From an optimization exercise on the open Yosys and OpenROAD flow, aimed at small area; shortcuts taken in it are not production practice. Only simulation tests tie the RTL to the original design; equivalence was not proved. Power is estimated from default activity; no workload was simulated.

## flow/design.v (module list and top-level ports; edited modules follow where they fit)
// module mag_dig_top: 373 lines
// module mul24b: 773 lines
module mag_dig_top #(
  parameter ADC_BITS=10,
  parameter W=24,
  parameter FRAC=12,
  parameter LOG2_OSR_MAX=8
)(
  input                 clk,
  input                 rst_n,
  input  [ADC_BITS-1:0] adc_code,
  input                 adc_valid,
  input  [1:0]          mux_sel,
  input  sclk,
  input  cs_n,
  input  mosi,
  output miso,
  input  [31:0]         version_id
);
  // ...
==> flow/run.sh <==
#!/bin/bash
# synth_recipe.tcl (not shown) runs the flow's synth.tcl, then flattens the netlist and writes it again
# the make line also repeats each setting of config.mk as NAME=value (left out here)
make -C /OpenROAD-flow-scripts/flow DESIGN_CONFIG=/design/flow/config.mk WORK_HOME=/design/flow/orfs CLKGATE_MAP_FILE= SYNTH_SCRIPT=/design/flow/synth_recipe.tcl finish
==> flow/config.mk <==
export PLATFORM = sky130hd
export DESIGN_NAME = mag_dig_top
export DESIGN_NICKNAME = mag_dig_top
export VERILOG_FILES = /design/flow/design.v
export SDC_FILE = /design/flow/constraint.sdc
export NUM_CORES = 8
export LEC_CHECK = 0
export ABC_AREA = 1
export CAP_MARGIN = 20
export CORE_MARGIN = 2
export CORE_UTILIZATION = 45
export CTS_CLUSTER_DIAMETER = 70
export CTS_CLUSTER_SIZE = 22
export GPL_TIMING_DRIVEN = 0
export PLACE_DENSITY = 0.6
export SLEW_MARGIN = 20
==> flow/constraint.sdc <==
create_clock -name core_clock -period 55.0 [get_ports {clk}]
set_input_delay 11.0000 -clock core_clock [delete_from_list [all_inputs] [get_ports {clk}]]
set_output_delay 11.0000 -clock core_clock [all_outputs]
set_load 0.01 [all_outputs]
==> impl_metrics.yaml, run 1 <==
status:
  outcome: "finished clean"
global_routing:
  grt_pass1_vias: 47400
  overflow: 0
  top_usage_layer: "met2"
  grt_max_degree: 53
sta:
  fin_worst_skew_ns: 0.110
logic_synthesis:
  synthTopCellsByArea: "dfxtp_1 (44%), edfxtp_1 (13%), fa_1 (6.9%)"
  seq_area_frac_synth_pct: 59.2
  synthesis.area_um2: 70500
  yosys.area_share.adder_pct: 9.11
  synth_top_family_by_area: "compound AO/OA/AOI/OAI gates"
  synthDominantCellAreaShare_pct: 44.3
  synth-simple-area-share_pct: 10.2
  synthTopCellsByCount: "dfxtp_1 (1560), nand2_1 (1039), inv_1 (594)"
power:
  ir_drop_uv: 36.3
  powerComb_mw: 0.169
  switchingPower_mw: 0.669
clocking:
  clk_latency_ns: 0.84
detailed_routing:
  ant_nets: 0
  drc_errors: 0
  drtPass1Iterations: 6
  routed_wl_mm: 274
layout:
  inverters_excl_clock: 642
  final_util_pct: 50.2
  multi_input_cells: 3678
  final_common_cell: "dfxtp_1"
  clkbuf_count: 136
  diodes: 10
job:
  maxCapViolCount: 0
worst_setup_path:
  r2r_slack_ns: 28.30
  worstPathRequired_ns: 55.69
  startpoint_type: "flip-flop"
die:
  nWellTaps: 2058
placed_design:
  pre_cts_slack_ns: 29.09
  postPlaceCellArea_um2: 74400
==> module mag_dig_top, before the edit <==
module mag_dig_top #(
  parameter ADC_BITS=10,
  parameter W=24,
  parameter FRAC=12,
  parameter LOG2_OSR_MAX=8
)(
  input                 clk,
  input                 rst_n,
  input  [ADC_BITS-1:0] adc_code,
  input                 adc_valid,
  input  [1:0]          mux_sel,
  input  sclk,
  input  cs_n,
  input  mosi,
  output miso,
  input  [31:0]         version_id
);
  reg  [3:0] ph;
  reg        sweep;
  wire [15:0] P = 16'd1 << ph;
  reg        rtC, rtR;         
  reg  [1:0] wax;              
  wire       rtCR = rtC | rtR;
  wire       adc_ok = adc_valid & (mux_sel != 2'd3);
  reg        bv;
  reg  [1:0] bax;
  reg  [9:0] bs;                
  reg        rp;
  reg  [1:0] rpax;
  always @(posedge clk or negedge rst_n) begin
    if (!rst_n) begin
      ph <= 4'd0; sweep <= 1'b1;
      rtC <= 1'b0; rtR <= 1'b0; wax <= 2'd0;
      bv <= 1'b0;
    end else begin
      ph <= ph + 4'd1;
      if (P[15]) begin
        sweep <= 1'b0;
        if (bv | adc_ok) begin
          rtC <= 1'b1; rtR <= 1'b0; wax <= adc_ok ? mux_sel : bax;
        end else if (rp) begin
          rtC <= 1'b0; rtR <= 1'b1; wax <= rpax;
        end else begin
          rtC <= 1'b0; rtR <= 1'b0;
        end
      end
      if (adc_ok) bv <= 1'b1;
      else if (P[0] & rtC) bv <= 1'b0;
    end
  end
  always @(posedge clk) begin
    if (adc_ok) begin bax <= mux_sel; bs <= {~adc_code[9], adc_code[8:0]}; end
  end
  reg        n50, n60, st;
  reg  [7:0] alpha, osr;
  reg        crc_error;
  reg  [2:0] slope24;           
  reg  [2:0] offs, gains;       
  reg  [383:0] LX, LY, LZ, G;
  reg  [1:0] cap_ax;
  wire [1:0] lsel = rtCR ? wax : cap_ax;
  wire [23:0] HEAD  = (lsel == 2'd0) ? LX[360 +: 24] : (lsel == 2'd1) ? LY[360 +: 24] : LZ[360 +: 24];
  wire [23:0] NEXT  = (lsel == 2'd0) ? LX[336 +: 24] : (lsel == 2'd1) ? LY[336 +: 24] : LZ[336 +: 24];
  wire [23:0] NEXT2 = (lsel == 2'd0) ? LX[312 +: 24] : (lsel == 2'd1) ? LY[312 +: 24] : LZ[312 +: 24];
  wire [23:0] GH  = G[360 +: 24];
  wire [23:0] GN2 = G[312 +: 24];
  reg  [23:0] T;
  reg  [31:0] S;
  reg  [24:0] S2;
  reg         ev_r, sl_r, cond_r, flo;
  reg  [23:0] PX, PY, PZ;       
  reg  [23:0] OUT0, OUT1, OUT2;
  reg  [31:0] MAG;
  reg  [23:0] MA, MB;
  reg         rnd;
  wire [35:0] PR;
  mul24b UMUL (.a(MA), .b(MB), .rnd(rnd), .p(PR));
  wire [23:0] rq = PR[35:12];
  wire [31:0] sq = PR[31:0];
  wire        alo = (alpha <= 8'd12);
  wire [4:0]  ash = alo ? (5'd12 - alpha[4:0]) : ((alpha >= 8'd23) ? 5'd1 : (5'd24 - alpha[4:0]));
  wire [23:0] Tsh = alo ? T : {{12{T[23]}}, T[23:12]};
  wire [4:0]  dsh = 5'd21 - {2'b0, osr[2:0]};
  wire [23:0] X1Bo = flo ? NEXT2 : NEXT;
  wire [23:0] PSEL = st ? 24'd0 : (P[1] | P[4] | P[7]) ? PX : (P[2] | P[5] | P[8]) ? PY : PZ;
  wire [23:0] OSEL = ({24{P[9]}} & OUT0) | ({24{P[11]}} & OUT1) | ({24{P[12]}} & OUT2);
  wire [4:0]  osh = P[0] ? dsh : ash;
  wire [23:0] OH  = 24'd1 << osh;
  wire mHEAD = rtCR & (P[0] | P[4]);
  wire mTSH  = rtCR & (P[7] | P[15]);
  wire mGN2  = rtCR & ~(P[0] | P[4] | P[7] | P[15]);
  wire mOSL  = ~rtCR & (P[9] | P[11] | P[12]);
  wire mGH   = ~rtCR & ~(P[9] | P[11] | P[12]);
  wire nOH   = rtCR & (P[0] | P[7] | P[15]);
  wire nT    = rtCR & P[4];
  wire nN1   = rtCR & P[9] & ~flo;
  wire nN2   = rtCR & P[9] & flo;
  wire nHEAD = rtCR & (P[10] | P[11] | P[12] | P[13] | P[14]);
  wire nPX   = ~rtCR & ~st & (P[1] | P[4] | P[7]);
  wire nPY   = ~rtCR & ~st & (P[2] | P[5] | P[8]);
  wire nPZ   = ~rtCR & ~st & (P[3] | P[6] | P[10]);
  always @* begin
    rnd = ~(mTSH | mOSL);
    MA = ({24{mHEAD}} & HEAD) | ({24{mTSH}} & Tsh) | ({24{mGN2}} & GN2) |
         ({24{mOSL}} & OSEL) | ({24{mGH}} & GH);
    MB = ({24{nOH}} & OH) | ({24{nT}} & T) | ({24{nN1}} & NEXT) | ({24{nN2}} & NEXT2) |
         ({24{nHEAD}} & HEAD) | ({24{nPX}} & PX) | ({24{nPY}} & PY) | ({24{nPZ}} & PZ) |
         ({24{mOSL}} & OSEL);
  end
  reg  [31:0] A1, B1; reg sub1;
  function [31:0] radd32; input [31:0] a; input [31:0] b; input ci;
    integer i; reg c;
    begin c = ci; for (i = 0; i < 32; i = i + 1) begin radd32[i] = a[i] ^ b[i] ^ c; c = (a[i] & b[i]) | (c & (a[i] ^ b[i])); end end
  endfunction
  function [24:0] radd25; input [24:0] a; input [24:0] b; input ci;
    integer i; reg c;
    begin c = ci; for (i = 0; i < 25; i = i + 1) begin radd25[i] = a[i] ^ b[i] ^ c; c = (a[i] & b[i]) | (c & (a[i] ^ b[i])); end end
  endfunction
  wire [31:0] R1 = radd32(A1, sub1 ? ~B1 : B1, sub1);
  reg  [24:0] A2, B2; reg sub2;
  wire [24:0] R2 = radd25(A2, sub2 ? ~B2 : B2, sub2);
  wire [31:0] rq32 = {{8{rq[23]}}, rq};
  wire [24:0] rq25 = {rq[23], rq};
  function [24:0] sx25; input [23:0] v; sx25 = {v[23], v}; endfunction
  function [31:0] sx32; input [23:0] v; sx32 = {{8{v[23]}}, v}; endfunction
  function [23:0] sat25; input [24:0] v;
    sat25 = (v[24] ^ v[23]) ? (v[24] ? 24'h800000 : 24'h7FFFFF) : v[23:0];
  endfunction
  function carry24; input [23:0] a; input [23:0] b; input ci;
    integer i; reg c;
    begin c = ci; for (i = 0; i < 24; i = i + 1) c = (a[i] & b[i]) | (c & (a[i] ^ b[i])); carry24 = c; end
  endfunction
  wire        cond = carry24(GN2, T[23] ? T : ~T, ~T[23]);
  wire [20:0] s21 = {{11{bs[9]}}, bs};
  wire mprod = ~rtCR & (P[1] | P[2] | P[3] | P[4] | P[5] | P[6] | P[7] | P[8] | P[10]);
  wire a1S  = (rtCR & (P[10] | P[11] | P[12])) | (~rtCR & (P[11] | P[12]));
  wire a1T  = rtCR & (P[8] | P[15]);
  wire b1rq = rtCR & (P[10] | P[11] | P[12] | (P[15] & cond_r));
  wire b1H  = rtCR & P[8];
  wire b1sq = ~rtCR & (P[9] | P[11] | P[12]);
  wire a2H  = rtCR & (P[0] | P[7] | P[9]);
  wire a2T  = rtCR & (P[3] | P[6]);
  wire a2N2 = rtCR & P[5];
  wire a2S2 = (rtCR & (P[12] | P[13] | P[14])) | (~rtCR & (P[2] | P[3] | P[5] | P[6] | P[8] | P[10]));
  wire b2s  = rtCR & P[0];
  wire b2H  = rtCR & (P[3] | (P[12] & n50));
  wire b2N  = rtCR & (P[5] | P[6]);
  wire b2T  = rtCR & P[12] & ~n50;
  wire b2rq = (rtCR & (P[9] | P[13] | P[14] | (P[7] & cond))) | mprod;
  always @* begin
    sub1 = rtCR & (P[11] | P[12] | P[15]);
    sub2 = rtCR & (P[3] | P[5] | P[6] | P[13] | P[14]);
    A1 = ({32{a1S}} & S) | ({32{a1T}} & sx32(T));
    B1 = ({32{b1rq}} & rq32) | ({32{b1H}} & sx32(HEAD)) | ({32{b1sq}} & sq);
    A2 = ({25{a2H}} & sx25(HEAD)) | ({25{a2T}} & sx25(T)) | ({25{a2N2}} & sx25(NEXT2)) | ({25{a2S2}} & S2);
    B2 = ({25{b2s}} & sx25({s21, 3'b0})) | ({25{b2H}} & sx25(HEAD)) | ({25{b2N}} & sx25(NEXT)) |
         ({25{b2T}} & sx25(T)) | ({25{b2rq}} & rq25);
  end
  wire [7:0]  omask = (8'd1 << osr[2:0]) - 8'd1;
  wire        ev = rtC & (osr[7:3] == 5'd0) & (NEXT[7:0] == omask);
  wire        sl = ev & (NEXT[17:8] == 10'h3FF);
  wire [23:0] cnt_new = {5'd0, ev_r ? n50 : HEAD[18],
                         ev_r ? HEAD[17:8] + 10'd1 : HEAD[17:8],
                         ev_r ? 8'd0 : HEAD[7:0] + 8'd1};
  wire w_R2  = (P[0] & ~ev) | P[5] | P[7];
  wire w_CNT = P[1];
  wire w_DEC = P[2];
  wire w_N   = P[6] | P[11] | P[13] | (P[9] & ~flo);
  wire w_N2  = P[8] | (P[9] & flo);
  wire w_T   = P[10];
  wire w_S1  = P[12];
  wire w_S2  = P[14];
  wire w_R1  = P[15];
  wire [23:0] cwd = ({24{w_R2}} & R2[23:0]) | ({24{w_CNT}} & cnt_new) | ({24{w_DEC}} & {5'd0, T[23:5]}) |
                    ({24{w_N}} & NEXT) | ({24{w_N2}} & NEXT2) | ({24{w_T}} & T) |
                    ({24{w_S1}} & sat25(R1[24:0])) | ({24{w_S2}} & sat25(R2)) | ({24{w_R1}} & R1[23:0]);
  wire cwe = rtCR & ((rtC & (P[0] | P[1])) | (ev_r & (P[2] | P[7] | P[8] | P[9] | P[10] | P[11] | P[12] | P[13] | P[14])) |
                     (sl_r & (P[5] | P[6])) | P[15]);
  always @(posedge clk) begin
    if (rtCR) begin
      if (P[0]) begin ev_r <= ev; sl_r <= sl; end
      if (P[1]) flo <= HEAD[18];
      if (P[0] | (P[2] & ~ev_r) | P[3] | P[4] | P[6])
        T <= ({24{P[0] | P[4]}} & rq) | ({24{P[2]}} & {HEAD[18:0], 5'd0}) | ({24{P[3] | P[6]}} & R2[23:0]);
      if (P[7]) cond_r <= cond & ev_r;
      if (P[8] | P[10] | P[11]) S <= R1;
      if (P[9] | P[12] | P[13]) S2 <= R2;
    end else begin
      ev_r <= 1'b0; sl_r <= 1'b0;
      if (P[1] | P[2] | P[4] | P[5] | P[7] | P[8]) S2 <= sx25(sat25(R2));
      if (P[3])  OUT0 <= sat25(R2);
      if (P[6])  OUT1 <= sat25(R2);
      if (P[10]) OUT2 <= sat25(R2);
      if (P[9] | P[11]) S <= R1;
      if (P[12]) MAG <= R1;
    end
    if (n60 ? P[15] : n50 ? P[13] : P[0]) begin
      PX <= LX[23:0]; PY <= LY[23:0]; PZ <= LZ[23:0];
    end
  end
  reg sclk_d, sclk_dd, cs_d;
  wire srise = sclk_d & ~sclk_dd & ~cs_d;
  wire sfall = ~sclk_d & sclk_dd & ~cs_d;
  reg  [5:0]  fc;
  reg  [7:0]  cmd;
  reg  [7:0]  lf;
  reg         rwr;           
  reg  [23:0] SH;
  reg         miso_r;
  assign miso = miso_r;
  wire        rw = rwr;
  reg         wp;
  wire        wp_g;
  wire [1:0]  wp_ax;
  wire [3:0]  wp_slot;
  reg         cap, cap_g;
  reg  [3:0]  cap_slot;
  wire        land  = wp & (ph == wp_slot);
  wire        lland = land & ~wp_g;
  wire        gland = land & wp_g;
  function [7:0] crc_step; input [7:0] r; input b;
    reg fb; begin fb = b ^ r[7]; crc_step = {r[6:2], r[1] ^ fb, r[0] ^ fb, fb}; end
  endfunction
  wire        crc_in = (fc < 6'd8 || !rw) ? mosi : miso_r;
  wire [7:0]  lf_next = crc_step(lf, crc_in);
  wire [6:0]  ra = {cmd[5:0], mosi};
  reg  [31:0] rv;          
  reg         rring;       
  reg         rg;          
  reg  [1:0]  rax;
  reg  [3:0]  rslot;
  reg         rsgn_l;      
  always @* begin
    rv = 32'd0; rring = 1'b0; rg = 1'b0; rax = ra[1:0]; rslot = 4'd0; rsgn_l = 1'b0;
    case (ra)
      7'h00: rv = 32'h4D41474D;
      7'h01: rv = version_id;
      7'h02: rv = {28'd0, st, n60, n50, 1'b0};
      7'h04: rv = {crc_error, 31'd0};
      7'h19: rv = {24'd0, alpha};
      7'h1A: rv = {24'd0, osr};
      7'h50: rv = sx32(OUT0);
      7'h51: rv = sx32(OUT1);
      7'h52: rv = sx32(OUT2);
      7'h53: rv = MAG;
      7'h10, 7'h11, 7'h12: begin rring = 1'b1; rslot = 4'd3; rsgn_l = offs[ra[1:0]]; end
      7'h14, 7'h15, 7'h16: begin rring = 1'b1; rslot = 4'd4; rsgn_l = gains[ra[1:0]]; end
      7'h40, 7'h41, 7'h42: begin rring = 1'b1; rslot = 4'd5; rsgn_l = slope24[ra[1:0]]; end
      7'h18: begin rring = 1'b1; rg = 1'b1; rslot = 4'd9;  end
      7'h1B: begin rring = 1'b1; rg = 1'b1; rslot = 4'd12; end
      7'h1C: begin rring = 1'b1; rg = 1'b1; rslot = 4'd14; end
      7'h1D: begin rring = 1'b1; rg = 1'b1; rslot = 4'd13; end
      7'h1E: begin rring = 1'b1; rg = 1'b1; rslot = 4'd11; end
      7'h1F: begin rring = 1'b1; rg = 1'b1; rslot = 4'd0;  end
      7'h20: begin rring = 1'b1; rg = 1'b1; rslot = 4'd15; end
      7'h30: begin rring = 1'b1; rg = 1'b1; rslot = 4'd1;  end
      7'h31: begin rring = 1'b1; rg = 1'b1; rslot = 4'd2;  end
      7'h32: begin rring = 1'b1; rg = 1'b1; rslot = 4'd3;  end
      7'h33: begin rring = 1'b1; rg = 1'b1; rslot = 4'd4;  end
      7'h34: begin rring = 1'b1; rg = 1'b1; rslot = 4'd5;  end
      7'h35: begin rring = 1'b1; rg = 1'b1; rslot = 4'd6;  end
      7'h36: begin rring = 1'b1; rg = 1'b1; rslot = 4'd7;  end
      7'h37: begin rring = 1'b1; rg = 1'b1; rslot = 4'd8;  end
      7'h38: begin rring = 1'b1; rg = 1'b1; rslot = 4'd10; end
      default: ;
    endcase
  end
  wire [3:0]  gpos = ph + 4'd15 - rslot;
  wire [15:0] gmsb = {G[383], G[359], G[335], G[311], G[287], G[263], G[239], G[215],
                      G[191], G[167], G[143], G[119], G[95],  G[71],  G[47],  G[23]};
  wire        gsgn = gmsb[gpos];
  wire        rsgn = rg ? gsgn : rsgn_l;
  wire [6:0]  wa = cmd[6:0];
  reg         wring, wg;
  reg  [3:0]  wslot;
  always @* begin
    wring = 1'b1; wg = 1'b1; wslot = 4'd0;
    case (wa)
      7'h10, 7'h11, 7'h12: begin wg = 1'b0; wslot = 4'd3; end
      7'h14, 7'h15, 7'h16: begin wg = 1'b0; wslot = 4'd4; end
      7'h18: wslot = 4'd9;
      7'h1B: wslot = 4'd12;
      7'h1C: wslot = 4'd14;
      7'h1D: wslot = 4'd13;
      7'h1E: wslot = 4'd11;
      7'h1F: wslot = 4'd0;
      7'h20: wslot = 4'd15;
      7'h30: wslot = 4'd1;
      7'h31: wslot = 4'd2;
      7'h32: wslot = 4'd3;
      7'h33: wslot = 4'd4;
      7'h34: wslot = 4'd5;
      7'h35: wslot = 4'd6;
      7'h36: wslot = 4'd7;
      7'h37: wslot = 4'd8;
      7'h38: wslot = 4'd10;
      default: wring = 1'b0;
    endcase
  end
  wire commit_cyc = srise & (fc == 6'd47) & ~rw;
  wire rd_dec = ~cs_n & srise & (fc == 6'd7) & cmd[6];
  wire cmd_ld = rd_dec;
  wire cmd_sh = ~cs_n & ~rd_dec & ((srise & (fc < 6'd8)) | (sfall & rw & (fc >= 6'd8) & (fc < 6'd16)));
  wire sh_ld  = rd_dec & ~rring;
  wire sh_cap = cap & (ph == cap_slot);
  wire sh_sh  = ~cs_n & ~sh_cap & ((srise & ~rw & (fc >= 6'd8) & (fc < 6'd40)) | (sfall & rw & (fc >= 6'd16) & (fc < 6'd40)));
  assign wp_g = wg;
  assign wp_ax = wa[1:0];
  assign wp_slot = wslot;
  wire crc_ok = (lf_next == 8'd0);
  always @(posedge clk or negedge rst_n) begin
    if (!rst_n) begin
      sclk_d <= 1'b0; sclk_dd <= 1'b0; cs_d <= 1'b1;
      n50 <= 1'b0; n60 <= 1'b0; st <= 1'b0;
      alpha <= 8'd18; osr <= 8'd3; crc_error <= 1'b0;
      wp <= 1'b0; cap <= 1'b0; rp <= 1'b0;
      offs <= 3'd0; gains <= 3'd0; slope24 <= 3'd0;
    end else begin
      sclk_d <= sclk; sclk_dd <= sclk_d; cs_d <= cs_n;
      if (commit_cyc) begin
        crc_error <= ~crc_ok;
        if (crc_ok) begin
          if (wa == 7'h02) begin n50 <= SH[2]; n60 <= SH[3]; st <= SH[4]; end
          if (wa == 7'h19) alpha <= SH[7:0];
          if (wa == 7'h1A) osr <= SH[7:0];
          if (wring) wp <= 1'b1;
        end
      end
      if (land) wp <= 1'b0;
      if (lland) begin
        rp <= 1'b1; rpax <= wp_ax;
        if (wp_slot == 4'd3) offs[wp_ax] <= SH[23];
        else gains[wp_ax] <= SH[23];
      end else if (P[15] & ~(bv | adc_ok)) rp <= 1'b0;
      if (srise & (fc == 6'd7) & cmd[6] & rring) begin
        cap <= 1'b1; cap_g <= rg; cap_ax <= ra[1:0]; cap_slot <= rslot;
      end else if (cap & (ph == cap_slot)) cap <= 1'b0;
      if (rtCR & P[5] & sl_r) slope24[wax] <= R2[24];
    end
  end
  always @(posedge clk) begin
    if (cs_n) begin
      fc <= 6'd0; lf <= 8'd0;
    end else begin
      if (srise) begin
        fc <= fc + 6'd1;
        if (fc == 6'd7) rwr <= cmd[6];
        if (fc < 6'd40 || !rw) lf <= lf_next;
      end
      if (sfall && rw) begin
        if (fc >= 6'd8 && fc < 6'd16) miso_r <= cmd[7];
        else if (fc >= 6'd16 && fc < 6'd40) miso_r <= SH[23];
        else if (fc >= 6'd40 && fc < 6'd48) begin miso_r <= lf[7]; lf <= {lf[6:0], 1'b0}; end
      end
    end
    if (cmd_ld | cmd_sh)
      cmd <= ({8{cmd_ld & rring}} & {8{rsgn}}) | ({8{cmd_ld & ~rring}} & rv[31:24]) | ({8{cmd_sh}} & {cmd[6:0], mosi});
    if (sh_ld | sh_cap | sh_sh)
      SH <= ({24{sh_ld}} & rv[23:0]) | ({24{sh_cap & cap_g}} & GH) | ({24{sh_cap & ~cap_g}} & HEAD) |
            ({24{sh_sh}} & {SH[22:0], mosi});
  end
  wire [23:0] BUS = ({24{~sweep}} & (cwd | ({24{lland}} & SH))) | {11'd0, sweep & P[4], 12'd0};
  wire weX = sweep | (cwe & (wax == 2'd0)) | (lland & (wp_ax == 2'd0));
  wire weY = sweep | (cwe & (wax == 2'd1)) | (lland & (wp_ax == 2'd1));
  wire weZ = sweep | (cwe & (wax == 2'd2)) | (lland & (wp_ax == 2'd2));
  wire [23:0] Gin = ({24{~sweep & gland}} & SH) | ({24{~sweep & ~gland}} & GH);
  always @(posedge clk) begin
    LX <= {LX[359:0], weX ? BUS : LX[360 +: 24]};
    LY <= {LY[359:0], weY ? BUS : LY[360 +: 24]};
    LZ <= {LZ[359:0], weZ ? BUS : LZ[360 +: 24]};
    G  <= {G[359:0], Gin};
  end
endmodule
==> inputs of run 2 (changes only) <==
--- a/flow/design.v
+++ b/flow/design.v
@@ -53,63 +53,65 @@
   end
   reg        n50, n60, st;
   reg  [7:0] alpha, osr;
   reg        crc_error;
   reg  [2:0] slope24;           
   reg  [2:0] offs, gains;       
   reg  [383:0] LX, LY, LZ, G;
   reg  [1:0] cap_ax;
+  reg        cap, cap_g, cap_o;    
   wire [1:0] lsel = rtCR ? wax : cap_ax;
   wire [23:0] HEAD  = (lsel == 2'd0) ? LX[360 +: 24] : (lsel == 2'd1) ? LY[360 +: 24] : LZ[360 +: 24];
   wire [23:0] NEXT  = (lsel == 2'd0) ? LX[336 +: 24] : (lsel == 2'd1) ? LY[336 +: 24] : LZ[336 +: 24];
   wire [23:0] NEXT2 = (lsel == 2'd0) ? LX[312 +: 24] : (lsel == 2'd1) ? LY[312 +: 24] : LZ[312 +: 24];
   wire [23:0] GH  = G[360 +: 24];
   wire [23:0] GN2 = G[312 +: 24];
   reg  [23:0] T;
   reg  [31:0] S;
   reg  [24:0] S2;
   reg         ev_r, sl_r, cond_r, flo;
-  reg  [23:0] PX, PY, PZ;       
+  reg  [23:0] PY, PZ;           
   reg  [23:0] OUT0, OUT1, OUT2;
   reg  [31:0] MAG;
   reg  [23:0] MA, MB;
   reg         rnd;
   wire [35:0] PR;
   mul24b UMUL (.a(MA), .b(MB), .rnd(rnd), .p(PR));
   wire [23:0] rq = PR[35:12];
   wire [31:0] sq = PR[31:0];
   wire        alo = (alpha <= 8'd12);
   wire [4:0]  ash = alo ? (5'd12 - alpha[4:0]) : ((alpha >= 8'd23) ? 5'd1 : (5'd24 - alpha[4:0]));
   wire [23:0] Tsh = alo ? T : {{12{T[23]}}, T[23:12]};
   wire [4:0]  dsh = 5'd21 - {2'b0, osr[2:0]};
-  wire [23:0] X1Bo = flo ? NEXT2 : NEXT;
-  wire [23:0] PSEL = st ? 24'd0 : (P[1] | P[4] | P[7]) ? PX : (P[2] | P[5] | P[8]) ? PY : PZ;
-  wire [23:0] OSEL = ({24{P[9]}} & OUT0) | ({24{P[11]}} & OUT1) | ({24{P[12]}} & OUT2);
+  wire [23:0] cwd_cp;
+  wire        ocap = cap & cap_o & P[13];
+  wire [23:0] OSEL = ({24{P[9]  | (ocap & (cap_ax == 2'd0))}} & OUT0) |
+                     ({24{P[11] | (ocap & (cap_ax == 2'd1))}} & OUT1) |
+                     ({24{P[12] | (ocap & (cap_ax == 2'd2))}} & OUT2);
   wire [4:0]  osh = P[0] ? dsh : ash;
   wire [23:0] OH  = 24'd1 << osh;
   wire mHEAD = rtCR & (P[0] | P[4]);
   wire mTSH  = rtCR & (P[7] | P[15]);
   wire mGN2  = rtCR & ~(P[0] | P[4] | P[7] | P[15]);
   wire mOSL  = ~rtCR & (P[9] | P[11] | P[12]);
   wire mGH   = ~rtCR & ~(P[9] | P[11] | P[12]);
   wire nOH   = rtCR & (P[0] | P[7] | P[15]);
   wire nT    = rtCR & P[4];
-  wire nN1   = rtCR & P[9] & ~flo;
-  wire nN2   = rtCR & P[9] & flo;
+  wire nX1B  = rtCR & P[9];
   wire nHEAD = rtCR & (P[10] | P[11] | P[12] | P[13] | P[14]);
   wire nPX   = ~rtCR & ~st & (P[1] | P[4] | P[7]);
   wire nPY   = ~rtCR & ~st & (P[2] | P[5] | P[8]);
   wire nPZ   = ~rtCR & ~st & (P[3] | P[6] | P[10]);
   always @* begin
     rnd = ~(mTSH | mOSL);
     MA = ({24{mHEAD}} & HEAD) | ({24{mTSH}} & Tsh) | ({24{mGN2}} & GN2) |
          ({24{mOSL}} & OSEL) | ({24{mGH}} & GH);
-    MB = ({24{nOH}} & OH) | ({24{nT}} & T) | ({24{nN1}} & NEXT) | ({24{nN2}} & NEXT2) |
-         ({24{nHEAD}} & HEAD) | ({24{nPX}} & PX) | ({24{nPY}} & PY) | ({24{nPZ}} & PZ) |
+    MB = ({24{nOH}} & OH) | ({24{nT | nPX}} & T) | ({24{nX1B}} & cwd_cp) |
+         ({24{nHEAD}} & HEAD) | ({24{nPY}} & PY) | ({24{nPZ}} & PZ) |
          ({24{mOSL}} & OSEL);
   end
   reg  [31:0] A1, B1; reg sub1;
   function [31:0] radd32; input [31:0] a; input [31:0] b; input ci;
     integer i; reg c;
     begin c = ci; for (i = 0; i < 32; i = i + 1) begin radd32[i] = a[i] ^ b[i] ^ c; c = (a[i] & b[i]) | (c & (a[i] ^ b[i])); end end
   endfunction
   function [24:0] radd25; input [24:0] a; input [24:0] b; input ci;
@@ -133,74 +135,73 @@
   wire        cond = carry24(GN2, T[23] ? T : ~T, ~T[23]);
   wire [20:0] s21 = {{11{bs[9]}}, bs};
   wire mprod = ~rtCR & (P[1] | P[2] | P[3] | P[4] | P[5] | P[6] | P[7] | P[8] | P[10]);
   wire a1S  = (rtCR & (P[10] | P[11] | P[12])) | (~rtCR & (P[11] | P[12]));
   wire a1T  = rtCR & (P[8] | P[15]);
   wire b1rq = rtCR & (P[10] | P[11] | P[12] | (P[15] & cond_r));
   wire b1H  = rtCR & P[8];
   wire b1sq = ~rtCR & (P[9] | P[11] | P[12]);
-  wire a2H  = rtCR & (P[0] | P[7] | P[9]);
+  wire a2H  = rtCR & (P[0] | P[1] | P[7] | P[9]);
+  wire b2c1 = rtCR & P[1] & ~ev_r;
+  wire b2c9 = rtCR & P[1] & ev_r;
+  wire [24:0] a2Hm = ~(rtCR & P[1]) ? 25'h1FFFFFF : ev_r ? 25'h007FE00 : 25'h007FEFF;
   wire a2T  = rtCR & (P[3] | P[6]);
   wire a2N2 = rtCR & P[5];
   wire a2S2 = (rtCR & (P[12] | P[13] | P[14])) | (~rtCR & (P[2] | P[3] | P[5] | P[6] | P[8] | P[10]));
   wire b2s  = rtCR & P[0];
   wire b2H  = rtCR & (P[3] | (P[12] & n50));
   wire b2N  = rtCR & (P[5] | P[6]);
   wire b2T  = rtCR & P[12] & ~n50;
   wire b2rq = (rtCR & (P[9] | P[13] | P[14] | (P[7] & cond))) | mprod;
   always @* begin
     sub1 = rtCR & (P[11] | P[12] | P[15]);
     sub2 = rtCR & (P[3] | P[5] | P[6] | P[13] | P[14]);
     A1 = ({32{a1S}} & S) | ({32{a1T}} & sx32(T));
     B1 = ({32{b1rq}} & rq32) | ({32{b1H}} & sx32(HEAD)) | ({32{b1sq}} & sq);
-    A2 = ({25{a2H}} & sx25(HEAD)) | ({25{a2T}} & sx25(T)) | ({25{a2N2}} & sx25(NEXT2)) | ({25{a2S2}} & S2);
+    A2 = ({25{a2H}} & a2Hm & sx25(HEAD)) | ({25{a2T}} & sx25(T)) | ({25{a2N2}} & sx25(NEXT2)) | ({25{a2S2}} & S2);
     B2 = ({25{b2s}} & sx25({s21, 3'b0})) | ({25{b2H}} & sx25(HEAD)) | ({25{b2N}} & sx25(NEXT)) |
-         ({25{b2T}} & sx25(T)) | ({25{b2rq}} & rq25);
+         ({25{b2T}} & sx25(T)) | ({25{b2rq}} & rq25) | {15'd0, b2c9, 8'd0, b2c1};
   end
   wire [7:0]  omask = (8'd1 << osr[2:0]) - 8'd1;
   wire        ev = rtC & (osr[7:3] == 5'd0) & (NEXT[7:0] == omask);
-  wire        sl = ev & (NEXT[17:8] == 10'h3FF);
-  wire [23:0] cnt_new = {5'd0, ev_r ? n50 : HEAD[18],
-                         ev_r ? HEAD[17:8] + 10'd1 : HEAD[17:8],
-                         ev_r ? 8'd0 : HEAD[7:0] + 8'd1};
-  wire w_R2  = (P[0] & ~ev) | P[5] | P[7];
-  wire w_CNT = P[1];
-  wire w_DEC = P[2];
+  wire        sl = ev & (NEXT[18:9] == 10'h3FF);
+  wire w_R2  = (P[0] & ~ev) | P[1] | P[5] | P[7];
   wire w_N   = P[6] | P[11] | P[13] | (P[9] & ~flo);
   wire w_N2  = P[8] | (P[9] & flo);
-  wire w_T   = P[10];
-  wire w_S1  = P[12];
+  assign cwd_cp = ({24{w_N}} & NEXT) | ({24{w_N2}} & NEXT2);
+  wire w_T   = P[2] | P[10];
+  wire w_S1  = P[12] | P[15];
   wire w_S2  = P[14];
-  wire w_R1  = P[15];
-  wire [23:0] cwd = ({24{w_R2}} & R2[23:0]) | ({24{w_CNT}} & cnt_new) | ({24{w_DEC}} & {5'd0, T[23:5]}) |
-                    ({24{w_N}} & NEXT) | ({24{w_N2}} & NEXT2) | ({24{w_T}} & T) |
-                    ({24{w_S1}} & sat25(R1[24:0])) | ({24{w_S2}} & sat25(R2)) | ({24{w_R1}} & R1[23:0]);
+  wire [23:0] cwd = ({24{w_R2}} & R2[23:0]) | cwd_cp |
+                    ({24{w_T}} & T) | {23'd0, P[2] & n50} |
+                    ({24{w_S1}} & sat25(R1[24:0])) | ({24{w_S2}} & sat25(R2));
   wire cwe = rtCR & ((rtC & (P[0] | P[1])) | (ev_r & (P[2] | P[7] | P[8] | P[9] | P[10] | P[11] | P[12] | P[13] | P[14])) |
                      (sl_r & (P[5] | P[6])) | P[15]);
   always @(posedge clk) begin
     if (rtCR) begin
       if (P[0]) begin ev_r <= ev; sl_r <= sl; end
-      if (P[1]) flo <= HEAD[18];
+      if (P[2]) flo <= HEAD[0];
       if (P[0] | (P[2] & ~ev_r) | P[3] | P[4] | P[6])
-        T <= ({24{P[0] | P[4]}} & rq) | ({24{P[2]}} & {HEAD[18:0], 5'd0}) | ({24{P[3] | P[6]}} & R2[23:0]);
+        T <= ({24{P[0] | P[4]}} & rq) | ({24{P[2]}} & {HEAD[23:5], 5'd0}) | ({24{P[3] | P[6]}} & R2[23:0]);
       if (P[7]) cond_r <= cond & ev_r;
       if (P[8] | P[10] | P[11]) S <= R1;
       if (P[9] | P[12] | P[13]) S2 <= R2;
     end else begin
       ev_r <= 1'b0; sl_r <= 1'b0;
+      if (P[0]) T <= n60 ? LX[47:24] : n50 ? LX[95:72] : LX[23:0];
       if (P[1] | P[2] | P[4] | P[5] | P[7] | P[8]) S2 <= sx25(sat25(R2));
       if (P[3])  OUT0 <= sat25(R2);
       if (P[6])  OUT1 <= sat25(R2);
       if (P[10]) OUT2 <= sat25(R2);
       if (P[9] | P[11]) S <= R1;
       if (P[12]) MAG <= R1;
     end
     if (n60 ? P[15] : n50 ? P[13] : P[0]) begin
-      PX <= LX[23:0]; PY <= LY[23:0]; PZ <= LZ[23:0];
+      PY <= LY[23:0]; PZ <= LZ[23:0];
     end
   end
   reg sclk_d, sclk_dd, cs_d;
   wire srise = sclk_d & ~sclk_dd & ~cs_d;
   wire sfall = ~sclk_d & sclk_dd & ~cs_d;
   reg  [5:0]  fc;
   reg  [7:0]  cmd;
   reg  [7:0]  lf;
@@ -208,45 +209,45 @@
   reg  [23:0] SH;
   reg         miso_r;
   assign miso = miso_r;
   wire        rw = rwr;
   reg         wp;
   wire        wp_g;
   wire [1:0]  wp_ax;
   wire [3:0]  wp_slot;
-  reg         cap, cap_g;
   reg  [3:0]  cap_slot;
   wire        land  = wp & (ph == wp_slot);
   wire        lland = land & ~wp_g;
   wire        gland = land & wp_g;
   function [7:0] crc_step; input [7:0] r; input b;
     reg fb; begin fb = b ^ r[7]; crc_step = {r[6:2], r[1] ^ fb, r[0] ^ fb, fb}; end
   endfunction
   wire        crc_in = (fc < 6'd8 || !rw) ? mosi : miso_r;
   wire [7:0]  lf_next = crc_step(lf, crc_in);
   wire [6:0]  ra = {cmd[5:0], mosi};
   reg  [31:0] rv;          
   reg         rring;       
   reg         rg;          
   reg  [1:0]  rax;
   reg  [3:0]  rslot;
   reg         rsgn_l;      
+  reg         ro;          
   always @* begin
-    rv = 32'd0; rring = 1'b0; rg = 1'b0; rax = ra[1:0]; rslot = 4'd0; rsgn_l = 1'b0;
+    rv = 32'd0; rring = 1'b0; rg = 1'b0; ro = 1'b0; rax = ra[1:0]; rslot = 4'd0; rsgn_l = 1'b0;
     case (ra)
       7'h00: rv = 32'h4D41474D;
       7'h01: rv = version_id;
       7'h02: rv = {28'd0, st, n60, n50, 1'b0};
       7'h04: rv = {crc_error, 31'd0};
       7'h19: rv = {24'd0, alpha};
       7'h1A: rv = {24'd0, osr};
-      7'h50: rv = sx32(OUT0);
-      7'h51: rv = sx32(OUT1);
-      7'h52: rv = sx32(OUT2);
+      7'h50: begin rring = 1'b1; ro = 1'b1; rslot = 4'd13; rsgn_l = OUT0[23]; end
+      7'h51: begin rring = 1'b1; ro = 1'b1; rslot = 4'd13; rsgn_l = OUT1[23]; end
+      7'h52: begin rring = 1'b1; ro = 1'b1; rslot = 4'd13; rsgn_l = OUT2[23]; end
       7'h53: rv = MAG;
       7'h10, 7'h11, 7'h12: begin rring = 1'b1; rslot = 4'd3; rsgn_l = offs[ra[1:0]]; end
       7'h14, 7'h15, 7'h16: begin rring = 1'b1; rslot = 4'd4; rsgn_l = gains[ra[1:0]]; end
       7'h40, 7'h41, 7'h42: begin rring = 1'b1; rslot = 4'd5; rsgn_l = slope24[ra[1:0]]; end
       7'h18: begin rring = 1'b1; rg = 1'b1; rslot = 4'd9;  end
       7'h1B: begin rring = 1'b1; rg = 1'b1; rslot = 4'd12; end
       7'h1C: begin rring = 1'b1; rg = 1'b1; rslot = 4'd14; end
       7'h1D: begin rring = 1'b1; rg = 1'b1; rslot = 4'd13; end
@@ -328,17 +329,17 @@
       end
       if (land) wp <= 1'b0;
       if (lland) begin
         rp <= 1'b1; rpax <= wp_ax;
         if (wp_slot == 4'd3) offs[wp_ax] <= SH[23];
         else gains[wp_ax] <= SH[23];
       end else if (P[15] & ~(bv | adc_ok)) rp <= 1'b0;
       if (srise & (fc == 6'd7) & cmd[6] & rring) begin
-        cap <= 1'b1; cap_g <= rg; cap_ax <= ra[1:0]; cap_slot <= rslot;
+        cap <= 1'b1; cap_g <= rg; cap_o <= ro; cap_ax <= ra[1:0]; cap_slot <= rslot;
       end else if (cap & (ph == cap_slot)) cap <= 1'b0;
       if (rtCR & P[5] & sl_r) slope24[wax] <= R2[24];
     end
   end
   always @(posedge clk) begin
     if (cs_n) begin
       fc <= 6'd0; lf <= 8'd0;
     end else begin
@@ -351,17 +352,17 @@
         if (fc >= 6'd8 && fc < 6'd16) miso_r <= cmd[7];
         else if (fc >= 6'd16 && fc < 6'd40) miso_r <= SH[23];
         else if (fc >= 6'd40 && fc < 6'd48) begin miso_r <= lf[7]; lf <= {lf[6:0], 1'b0}; end
       end
     end
     if (cmd_ld | cmd_sh)
       cmd <= ({8{cmd_ld & rring}} & {8{rsgn}}) | ({8{cmd_ld & ~rring}} & rv[31:24]) | ({8{cmd_sh}} & {cmd[6:0], mosi});
     if (sh_ld | sh_cap | sh_sh)
-      SH <= ({24{sh_ld}} & rv[23:0]) | ({24{sh_cap & cap_g}} & GH) | ({24{sh_cap & ~cap_g}} & HEAD) |
+      SH <= ({24{sh_ld}} & rv[23:0]) | ({24{sh_cap & cap_g}} & GH) | ({24{sh_cap & cap_o}} & OSEL) | ({24{sh_cap & ~cap_g & ~cap_o}} & HEAD) |
             ({24{sh_sh}} & {SH[22:0], mosi});
   end
   wire [23:0] BUS = ({24{~sweep}} & (cwd | ({24{lland}} & SH))) | {11'd0, sweep & P[4], 12'd0};
   wire weX = sweep | (cwe & (wax == 2'd0)) | (lland & (wp_ax == 2'd0));
   wire weY = sweep | (cwe & (wax == 2'd1)) | (lland & (wp_ax == 2'd1));
   wire weZ = sweep | (cwe & (wax == 2'd2)) | (lland & (wp_ax == 2'd2));
   wire [23:0] Gin = ({24{~sweep & gland}} & SH) | ({24{~sweep & ~gland}} & GH);
   always @(posedge clk) begin
@@ -1137,10 +1138,14 @@
   wire s463 = c394 ^ s395 ^ s327;
   wire c464 = (c394 & s395) | (c394 & s327) | (s395 & s327);
   wire s465 = c396 ^ s397 ^ s331;
   wire c466 = (c396 & s397) | (c396 & s331) | (s397 & s331);
   wire s467 = c398 ^ s399 ^ s335;
   wire c468 = (c398 & s399) | (c398 & s335) | (s399 & s335);
   wire [35:0] xs = {c466, c464, c462, c460, c458, c456, c454, c452, c450, c448, c446, c444, c442, c440, c438, c436, c434, c432, c430, c428, c426, c424, c422, c420, c418, c416, c414, c412, c410, c408, c406, c404, c402, s401, pp0_1, pp0_0};
   wire [35:0] ys = {s467, s465, s463, s461, s459, s457, s455, s453, s451, s449, s447, s445, s443, s441, s439, s437, s435, s433, s431, s429, s427, s425, s423, s421, s419, s417, s415, s413, s411, s409, s407, s405, s403, neg1, 1'b0, neg0};
-  assign p = xs + ys;
+  function [35:0] radd36; input [35:0] a; input [35:0] b;
+    integer i; reg c;
+    begin c = 1'b0; for (i = 0; i < 36; i = i + 1) begin radd36[i] = a[i] ^ b[i] ^ c; c = (a[i] & b[i]) | (c & (a[i] ^ b[i])); end end
+  endfunction
+  assign p = radd36(xs, ys);
 endmodule
==> flow/config.mk (replaced) <==
export PLATFORM = sky130hd
export DESIGN_NAME = mag_dig_top
export DESIGN_NICKNAME = mag_dig_top
export VERILOG_FILES = /design/flow/design.v
export SDC_FILE = /design/flow/constraint.sdc
export NUM_CORES = 8
export LEC_CHECK = 0
export ABC_AREA = 1
export CAP_MARGIN = 20
export CORE_MARGIN = 2
export CORE_UTILIZATION = 50
export CTS_CLUSTER_DIAMETER = 80
export CTS_CLUSTER_SIZE = 26
export GPL_TIMING_DRIVEN = 0
export PLACE_DENSITY = 0.7
export SLEW_MARGIN = 20
==> run 2 against run 1 <==
Compared with the run above: still clean; utilization rose by 5.2 points; cell count is 6.3% lower; via count rose by 0.12%; critical path type unchanged; largest cell class unchanged.
==> impl_metrics.yaml, run 2 <==
power:
  powerDensity_nw_per_um2: 34.0
  ir_drop_uv: 44.9
  p_leak_nw: 30.8
detailed_routing:
  first_iter_violations: 7370
  ant_nets: 0
  routedWlPerCell_um: 34.2
  drc_errors: 0
  drtPass1Iterations: 8
  vias_per_cell: 6.11
  vias: 50700
  routed_wl_mm: 283
logic_synthesis:
  yosys.area.top_type: "dfxtp_1"
  synth_edf_count: 289
  synthesis.area_um2: 68600
  synth_flop_cell: "dfxtp_1"
  ys_seq_elements: 1894
  synthDistinctLibCells: 77
  synthCells: 6262
  synth.most_common_cell: "dfxtp_1"
  synthTopCellsByCount: "dfxtp_1 (1560), nand2_1 (887), inv_1 (644)"
  yosysWarnings: 2
  synthTopCellsByArea: "dfxtp_1 (46%), edfxtp_1 (13%), fa_1 (8.1%)"
  syn_area_per_cell_um2: 11.0
  seq_area_frac_synth_pct: 59.8
  synthDominantCellAreaShare_pct: 45.5
  synth.net_count: 6674
  async_flop_share_pct: 2.38
sta:
  min_period_over_period_pct: 50.2
  setup_viol: 0
  rsz0062_at_grt: "false"
  maxSlewViolCount: 0
  slew_headroom_pct: 14.8
  min_period_ns: 27.63
  hold_violations: 0
  fin_worst_skew_ns: 0.0707
  fmax_ghz: 0.0362
  worst_slew_pin_slew_ns: 1.28
  finalSetupTns_ns: 0
global_routing:
  grt_pass1_vias: 48500
  grt_pass1_wl_mm: 387
  groute.usage.overall_pct: 39.9
  antenna_found_initial: 41
  overflow: 0
  grt_max_degree: 47
clocking:
  cts.clk_slew.worst_paths_ns: 0.10
  post_cts_resized: 0
  numCtsBuffers: 97
  clock-sinks: 1894
  htreeDepth: 3
  clk_latency_ns: 0.80
  hold_buffers: 0
  cts_tree: "done"
  cts_max_path_buffers: 3
  post_cts_buffers: 0
  cts_root_buf: "clkbuf_16"
worst_setup_path:
  r2r_end: "S[31]$_DFFE_PP_"
  reg2reg_depth: 72
  crit_path_end_kind: "flip-flop"
  cp_max_fo: 10
  crit_type: "flip-flop to flip-flop"
  worstPathRequired_ns: 55.58
  cp_top_family: "adder cells"
  path_buf_inv: 11
  startpoint_type: "flip-flop"
  rr_startpoint: "ph[1]$_DFF_PN0_"
  r2r_slack_ns: 27.37
  critical-path-max-stage-delay_ns: 0.89
  cpMostUsedCell: "fa_1"
  slowest_stage: "xor2_1"
  crit_start: "ph[1]$_DFF_PN0_"
  arrival_ns: 28.21
die:
  core_um2: 136000
  io_pins: 51
  chipWidth_um: 374
  rows: 135
  fp.dieArea_um2: 140000
  die_height_um: 374
  initial_core_util_pct: 50.5
hold_path:
  whs_path_depth: 0
  min_from: "G[152]$_DFF_P_"
  holdPathEnd: "G[176]$_DFF_P_"
  hp-class: "flip-flop to flip-flop"
status:
  outcome: "finished clean"
placed_design:
  portBuffers: 50
  gp_congestion: 1.06
  hpwl_mm: 221
job:
  maxCapViolCount: 0
layout:
  final_util_pct: 55.4
  fill_cells: 11500
  final_common_cell: "dfxtp_1"
  drive_gt1_share_pct: 5.47
  area_growth_pct: 9.66
  layout.nets: 6860
  final_cell_mix: "dfxtp_1 (1560), nand2_1 (887), inv_1 (643), o22ai_1 (386), nor2_1 (298)"
==> run 2: cell types whose count changed after synthesis, moves of 30 or more <==
cell      delta
ha_1        -38
inv_1       +50
nand2_1    -152
a21oi_1    -110
clkbuf_1    +38
nor2_1      +48
o22ai_1     +36
a31oi_1     -30
fa_1        +33
xor2_1      -56
==> run 2: kinds of logic (layout without fill, tap and decap cells) <==
| group | Yosys count | after routing | share of synthesized area (%) |
|---|---|---|---|
| compound gates | 1150 | 1150 | 11.1 |
| xor+xnor | 351 | 351 | 4.48 |
| fa+ha+maj | 362 | 362 | 9.63 |
| buf+inv | 973 | 1214 | 5.50 |
| flops | 1894 | 1894 | 59.8 |
| mux | 2 | 2 | 0.0310 |
| other cells | 0 | 9 | 0 |
| simple gates | 1530 | 1530 | 9.42 |
==> run 2: worst max-delay path by stage <==
stage | endpoint | slack, ns | cells past startpoint
after floorplan | MAG[31]$_DFFE_PP_ | 33.21 | 74
after global placement | MAG[31]$_DFFE_PP_ | 27.17 | 71
after detailed placement | MAG[31]$_DFFE_PP_ | 27.93 | 72
after CTS | MAG[31]$_DFFE_PP_ | 27.87 | 72
after global routing | MAG[31]$_DFFE_PP_ | 26.99 | 72
final | S[31]$_DFFE_PP_ | 27.37 | 72
==> run 2: layout make-up <==
cell class	count	area (µm²)	share of cell area (%)
Antenna cell	9	22.5	0.0299
Buffer	295	1220	1.62
Clock buffer	121	2550	3.39
Clock inverter	33	668	0.888
Inverter	678	2550	3.39
Multi-Input combinational cell	3395	24000	31.9
Sequential cell	1894	41000	54.6
Tap cell	1781	2230	2.96
Timing Repair Buffer	87	952	1.27
==> run 2: report_power, final <==
part / switching [mW] / total, mW / internal (mW)
logic: 0.140 / 0.191 / 0.0510
registers: 0.0529 / 1.53 / 1.48
clock network: 0.487 / 0.840 / 0.353
total: 0.680 / 2.56 / 1.88
==> run 2: through the flow <==
step | total power [mW] | cells | area (µm²) | setup WS, ns | hold WS (ns)
floorplan | 1.62 | 6262 | 68600 | 33.21 | 0.310
global placement | 1.73 | 8093 | 71300 | 27.17 | 0.309
detailed placement | 1.74 | 8129 | 72000 | 27.93 | 0.312
CTS | 2.55 | 8283 | 75200 | 27.87 | 0.282
global route | 2.62 | 8287 | 75200 | 26.99 | 0.306
finish | 2.56 | 8293 | 75200 | 27.37 | 0.307
==> run 2: metal layers <==
| layer | wire length (µm) | GRT usage, % |
|---|---|---|
| met5 | 83 | 0 |
| met4 | 16400 | 19.1 |
| met3 | 29200 | 9.14 |
| met2 | 121000 | 59.5 |
| met1 | 116000 | 55.0 |
==> inputs of run 3 (changes only) <==
--- a/flow/config.mk
+++ b/flow/config.mk
@@ -9,8 +9,8 @@
 export CAP_MARGIN = 20
 export CORE_MARGIN = 2
-export CORE_UTILIZATION = 50
+export CORE_UTILIZATION = 45
 export CTS_CLUSTER_DIAMETER = 80
 export CTS_CLUSTER_SIZE = 26
 export GPL_TIMING_DRIVEN = 0
-export PLACE_DENSITY = 0.7
+export PLACE_DENSITY = 0.6
 export SLEW_MARGIN = 20
==> run 3 against run 2 <==
Compared with the run above: clock power grew 1%; worst hold slack got worse by 0.0089 ns; clock skew up 0.0073 ns; routed wire length decreased by 8.1%; register-to-register slack better by 0.24 ns; non-clock buffer count decreased by 1; still clean on timing, DRC and antenna; via count fell by 4.4%; sequential cell count is the same; critical path type unchanged; cell count rose by 3.1%.
==> impl_metrics.yaml, run 3 <==
status:
  outcome: "finished clean"
logic_synthesis:
  async_flop_share_pct: 2.38
  yosys.area.top_type: "dfxtp_1"
  synthDominantCellAreaShare_pct: 45.5
  synthesis.area_um2: 68600
  synthDistinctLibCells: 77
  synth_flop_cell: "dfxtp_1"
  synth_edf_count: 289
  synthTopCellsByCount: "dfxtp_1 (1560), nand2_1 (887), inv_1 (644)"
  syn_area_per_cell_um2: 11.0
  synthCells: 6262
  synthTopCellsByArea: "dfxtp_1 (46%), edfxtp_1 (13%), fa_1 (8.1%)"
  yosysWarnings: 2
  ys_seq_elements: 1894
  synth.net_count: 6674
  seq_area_frac_synth_pct: 59.8
  synth.most_common_cell: "dfxtp_1"
sta:
  slew_headroom_pct: 19.6
  finalSetupTns_ns: 0
  fin_worst_skew_ns: 0.0780
  fmax_ghz: 0.0365
  setup_viol: 0
  rsz0062_at_grt: "false"
  maxSlewViolCount: 0
  min_period_ns: 27.39
  min_period_over_period_pct: 49.8
  worst_slew_pin_slew_ns: 1.20
  setup_slack_ns: 27.61
  hold_violations: 0
placed_design:
  gp_congestion: 1.07
  portBuffers: 50
  dp_cells: 8378
  pre_cts_slack_ns: 28.17
  hpwl_mm: 209
clocking:
  post_cts_resized: 0
  clock-sinks: 1894
  cts_tree: "done"
  cts.clk_slew.worst_paths_ns: 0.10
  cts_root_buf: "clkbuf_16"
  htreeDepth: 3
  numCtsBuffers: 100
  cts_max_path_buffers: 3
  post_cts_buffers: 0
  clk_latency_ns: 0.81
  hold_buffers: 0
die:
  fp.dieArea_um2: 156000
  core_um2: 152000
  die_height_um: 394
  io_pins: 51
  chipWidth_um: 394
  initial_core_util_pct: 45.2
  rows: 143
worst_setup_path:
  arrival_ns: 28.14
  crit_type: "flip-flop to flip-flop"
  worstPathRequired_ns: 55.75
  crit_path_end_kind: "flip-flop"
  critical-path-max-stage-delay_ns: 0.76
  slowest_stage: "clkbuf_1"
  startpoint_type: "flip-flop"
  cpMostUsedCell: "fa_1"
  cp_max_fo: 10
global_routing:
  grt_pass1_vias: 45900
  grt_pass1_wl_mm: 359
  groute.usage.overall_pct: 33.0
  overflow: 0
  grt_max_degree: 28
  antenna_found_initial: 15
layout:
  final_common_cell: "dfxtp_1"
  final_cells: 8552
  final_cell_mix: "dfxtp_1 (1560), nand2_1 (887), inv_1 (643), o22ai_1 (386), nor2_1 (300)"
  fill_cells: 14100
  drive_gt1_share_pct: 5.64
  area_growth_pct: 10.3
  layout.nets: 6862
power:
  clkPwrFrac_pct: 33.2
  seq_power_share_pct: 59.5
  ir_drop_uv: 35.5
  switchingPower_mw: 0.662
  swShare_pct: 25.9
  combPwrFrac_pct: 7.3
  powerDensity_nw_per_um2: 33.8
  p_int_mw: 1.89
  p_leak_nw: 30.9
detailed_routing:
  ant_nets: 0
  vias_per_cell: 5.67
  drc_errors: 0
  vias: 48500
  routed_wl_mm: 260
  drtPass1Iterations: 6
  first_iter_violations: 5886
  routedWlPerCell_um: 30.4
job:
  maxCapViolCount: 0
hold_path:
  hp-class: "flip-flop to flip-flop"
## run 3: cell families (layout without fill, tap and decap cells)
logic type,count (synthesis),count (layout),share of synthesized area [%]
AND/OR/NAND/NOR,1530,1530,9.42
buffers and inverters,973,1217,5.50
AO/OA/AOI/OAI,1150,1150,11.1
adder cells (fa/ha/maj),362,362,9.63
multiplexers,2,2,0.0310
other,0,16,0
flip-flops,1894,1894,59.8
XOR/XNOR,351,351,4.48
## run 3: worst paths after layout
kind / start / to / slack (ns) / depth (start not counted)
min: G[85]$_DFF_P_ / G[109]$_DFF_P_ / 0.30 / 0
max reg2reg: ph[0]$_DFF_PN0_ / LZ[13]$_DFF_P_ / 27.61 / 75
max in group asynchronous: rst_n / alpha[1]$_DFFE_PN1P_ / 44.24 / 2
min in group asynchronous: rst_n / sclk_d$_DFF_PN0_ / 10.13 / 1
min reg2reg: G[85]$_DFF_P_ / G[109]$_DFF_P_ / 0.30 / 0
max: ph[0]$_DFF_PN0_ / LZ[13]$_DFF_P_ / 27.61 / 75
## run 3: worst max-delay path: cells and delay by family (launching register included)
kind / cells / cell delay (ns)
AOI/OAI and AO/OA: 6 / 1.35
and+or+nand+nor: 12 / 3.75
buffers and inverters: 13 / 4.62
adders and majority gates: 37 / 15.21
DFF: 1 / 0.46
xor gates and xnor gates: 7 / 1.94
## run 3: metal layers
metal	wire [µm]	GRT usage [%]	vias to the layer above
li1	-	-	21200
met1	114000	47.5	24100
met2	105000	46.7	2700
met3	26100	7.82	481
met4	14700	15.6	6
met5	49	0	-
## run 3: layout make-up
type	count	area [µm²]	area share, %
clock inverter	40	722	0.954
sequential	1894	41000	54.2
inverter	678	2550	3.37
timing repair buffer	86	945	1.25
multi-input combinational	3395	24000	31.7
clock buffer	118	2620	3.47
antenna	16	40.0	0.0529
buffer	295	1220	1.62
tap	2030	2540	3.36
## run 3: power by group through the flow
stage	sequential, mW	combinational (mW)	clock [mW]
detailed placement	1.55	0.178	0
global route	1.53	0.195	0.914
CTS	1.52	0.179	0.868
floorplan	1.52	0.0962	0
finish	1.52	0.186	0.850
global placement	1.55	0.176	0
## run 3: metrics by stage
stage          cell area, µm²  util (%)  power (mW)  hold slack, ns
2_1_floorplan           68600         -        1.62           0.310
3_3_place_gp            71600      47.2        1.73           0.310
3_5_place_dp            72300      47.6        1.73           0.312
4_1_cts                 75600      49.8        2.57           0.283
5_1_grt                 75600      49.8        2.64           0.306
6_report                75700      49.9        2.56           0.298
==> inputs of run 4 (changes only) <==
--- a/flow/config.mk
+++ b/flow/config.mk
@@ -7,5 +7,5 @@
 export LEC_CHECK = 0
 export ABC_AREA = 1
-export CAP_MARGIN = 20
+export CAP_MARGIN = 12
 export CORE_MARGIN = 2
 export CORE_UTILIZATION = 45
@@ -14,3 +14,3 @@
 export GPL_TIMING_DRIVEN = 0
 export PLACE_DENSITY = 0.6
-export SLEW_MARGIN = 20
+export SLEW_MARGIN = 12
==> run 4 against run 3 <==
Compared with the run above: still clean on timing, DRC and antenna; clock power barely moved; cell area fell by 0.11%; worst setup slack got worse by 0.41 ns; via count fell by 0.57%; clock skew fell by 0.0066 ns; critical path depth did not move; utilization fell by 0.056 points; highest routed layer unchanged.
==> impl_metrics.yaml, run 4 <==
clocking:
  post_cts_resized: 0
  clk_latency_ns: 0.79
  hold_buffers: 0
  cts.clk_slew.worst_paths_ns: 0.10
  clock-sinks: 1894
  cts_root_buf: "clkbuf_16"
  post_cts_buffers: 0
  numCtsBuffers: 100
  htreeDepth: 3
  cts_tree: "done"
  cts_max_path_buffers: 3
detailed_routing:
  routedWlPerCell_um: 30.5
  drtPass1Iterations: 6
  drc_errors: 0
  vias_per_cell: 5.64
  vias: 48200
  ant_nets: 0
  routed_wl_mm: 260
  first_iter_violations: 5966
layout:
  fill_cells: 14100
  final_util_pct: 49.8
  final_cells: 8539
  drive_gt1_share_pct: 5.52
  multiInputGateArea_um2: 24000
  layout.nets: 6859
  area_growth_pct: 10.2
  final_common_cell: "dfxtp_1"
  final_cell_mix: "dfxtp_1 (1560), nand2_1 (887), inv_1 (643), o22ai_1 (386), nor2_1 (301)"
  regArea_um2: 41000
global_routing:
  grt_pass1_wl_mm: 358
  grt_max_degree: 47
  overflow: 0
  groute.usage.overall_pct: 32.9
  antenna_found_initial: 20
  grt_pass1_vias: 45700
sta:
  min_period_over_period_pct: 50.5
  setup_slack_ns: 27.20
  fmax_ghz: 0.0360
  setup_viol: 0
  min_period_ns: 27.80
  rsz0062_at_grt: "false"
  hold_violations: 0
  finalSetupTns_ns: 0
  maxSlewViolCount: 0
  slew_headroom_pct: 13.5
  fin_worst_skew_ns: 0.0713
  worst_slew_pin_slew_ns: 1.30
logic_synthesis:
  synth_edf_count: 289
  synth.net_count: 6674
  synthDominantCellAreaShare_pct: 45.5
  synthesis.area_um2: 68600
  syn_area_per_cell_um2: 11.0
  synthDistinctLibCells: 77
  async_flop_share_pct: 2.38
  synth_flop_cell: "dfxtp_1"
  yosysWarnings: 2
  synthTopCellsByCount: "dfxtp_1 (1560), nand2_1 (887), inv_1 (644)"
  seq_area_frac_synth_pct: 59.8
  yosys.area.top_type: "dfxtp_1"
  synthCells: 6262
  ys_seq_elements: 1894
  synthTopCellsByArea: "dfxtp_1 (46%), edfxtp_1 (13%), fa_1 (8.1%)"
  synth.most_common_cell: "dfxtp_1"
status:
  outcome: "finished clean"
worst_setup_path:
  path_buf_inv: 13
  cp_top_family: "adder cells"
  crit_start: "ph[0]$_DFF_PN0_"
  rr_startpoint: "ph[0]$_DFF_PN0_"
  cpMostUsedCell: "fa_1"
  crit_type: "flip-flop to flip-flop"
  critical-path-max-stage-delay_ns: 1.00
  startpoint_type: "flip-flop"
  worstPathRequired_ns: 55.73
  slowest_stage: "xor2_1"
  crit_path_end_kind: "flip-flop"
  cp_max_fo: 10
  arrival_ns: 28.53
hold_path:
  min_from: "G[277]$_DFF_P_"
  hp-class: "flip-flop to flip-flop"
die:
  die_height_um: 394
  initial_core_util_pct: 45.2
  chipWidth_um: 394
  rows: 143
  io_pins: 51
  core_um2: 152000
  fp.dieArea_um2: 156000
job:
  maxCapViolCount: 0
placed_design:
  portBuffers: 50
  hpwl_mm: 208
  dp_cells: 8375
  pre_cts_slack_ns: 27.82
  gp_congestion: 1.07
power:
  p_total_mw: 2.56
  ir_drop_uv: 34.2
  p_leak_nw: 30.8
  powerDensity_nw_per_um2: 33.8
-- run 4: cell types whose count changed in the layout (fill, tap and decap cells not counted), sizes merged --
cell and change:
diode -8, inv -2, clkbuf -1, bufinv +1, clkinv +2, buf -4, clkinvlp -1
-- run 4: cell type report --
cell class | count | share of cell area, %
inverters | 678 | 3.37
well taps | 2030 | 3.36
repair buffers | 83 | 1.17
diodes | 8 | 0.0265
multi-input cells | 3395 | 31.7
clock inverters | 40 | 1.01
flip-flops and latches | 1894 | 54.3
plain buffers | 295 | 1.62
clock buffers | 116 | 3.43
-- run 4: cell families (layout without fill, tap and decap cells) --
| family | count (synthesis) | count (layout) | share of synthesized area (%) |
|---|---|---|---|
| XOR/XNOR | 351 | 351 | 4.48 |
| multiplexers | 2 | 2 | 0.0310 |
| flip-flops | 1894 | 1894 | 59.8 |
| adder cells (fa/ha/maj) | 362 | 362 | 9.63 |
| AND/OR/NAND/NOR | 1530 | 1530 | 9.42 |
| buffers and inverters | 973 | 1212 | 5.50 |
| other | 0 | 8 | 0 |
| AO/OA/AOI/OAI | 1150 | 1150 | 11.1 |
-- run 4: per-stage QoR --
| stage | hold WS (ns) | area (µm²) |
|---|---|---|
| floorplan | 0.310 | 68600 |
| global placement | 0.310 | 71600 |
| detailed placement | 0.312 | 72200 |
| CTS | 0.305 | 75600 |
| global route | 0.316 | 75600 |
| finish | 0.300 | 75600 |
-- run 4: metal layers --
layer | vias up | global-route usage [%] | share of wire [%]
met5 | - | 0 | 0.024
met4 | 8 | 14.1 | 5.1
met3 | 442 | 7.94 | 9.8
met2 | 2615 | 47.0 | 41
met1 | 23900 | 47.5 | 44
li1 | 21200 | - | -
-- run 4: final timing paths --
| kind | end | slack [ns] | cells past startpoint |
|---|---|---|---|
| min reg2reg | G[301]$_DFF_P_ | 0.30 | 0 |
| min in group asynchronous | sclk_d$_DFF_PN0_ | 10.31 | 1 |
| max reg2reg | LZ[13]$_DFF_P_ | 27.20 | 75 |
| max | LZ[13]$_DFF_P_ | 27.20 | 75 |
| max in group asynchronous | n50$_DFFE_PN0P_ | 44.11 | 1 |
| min | G[301]$_DFF_P_ | 0.30 | 0 |
-- run 4: where the power goes --
part | switching [mW] | internal, mW | leakage [nW]
logic | 0.135 | 0.0504 | 13.2
registers | 0.0449 | 1.48 | 16.0
clock network | 0.479 | 0.372 | 1.60
total | 0.659 | 1.90 | 30.8

==> afterwards: timing with drivers on the ports <==
No port has a modelled driver above. Below, the same layouts with a new extraction and two added sets of constraints. Step 1 sets driving cells, clkbuf_16 on the clock port and buf_2 on the other inputs (assumed; they add their load-dependent delay and slew). Step 2, shift: input delay + t, output delay - t, t = (earliest + latest rising clock arrival at the registers) / 2. This alone moves slack from input paths to output paths. a / b / c = no drivers / after step 1 / after step 2; a / b = the first two.
run | t (ns) | setup WS [ns] | worst setup path after step 2 | worst slew at a driven data input, ns | pins driven straight from the clock port
run 1 | 0.870 | 28.305 / 28.305 / 28.305 | register to register | 0.08 | 1
run 2 | 0.840 | 27.368 / 27.368 / 27.368 | register to register | 0.06 | 1
run 3 | 0.849 | 27.609 / 27.609 / 27.609 | register to register | 0.05 | 1
run 4 | 0.835 | 27.199 / 27.199 / 27.199 | register to register | 0.06 | 1
After both steps every run listed still meets setup and hold.
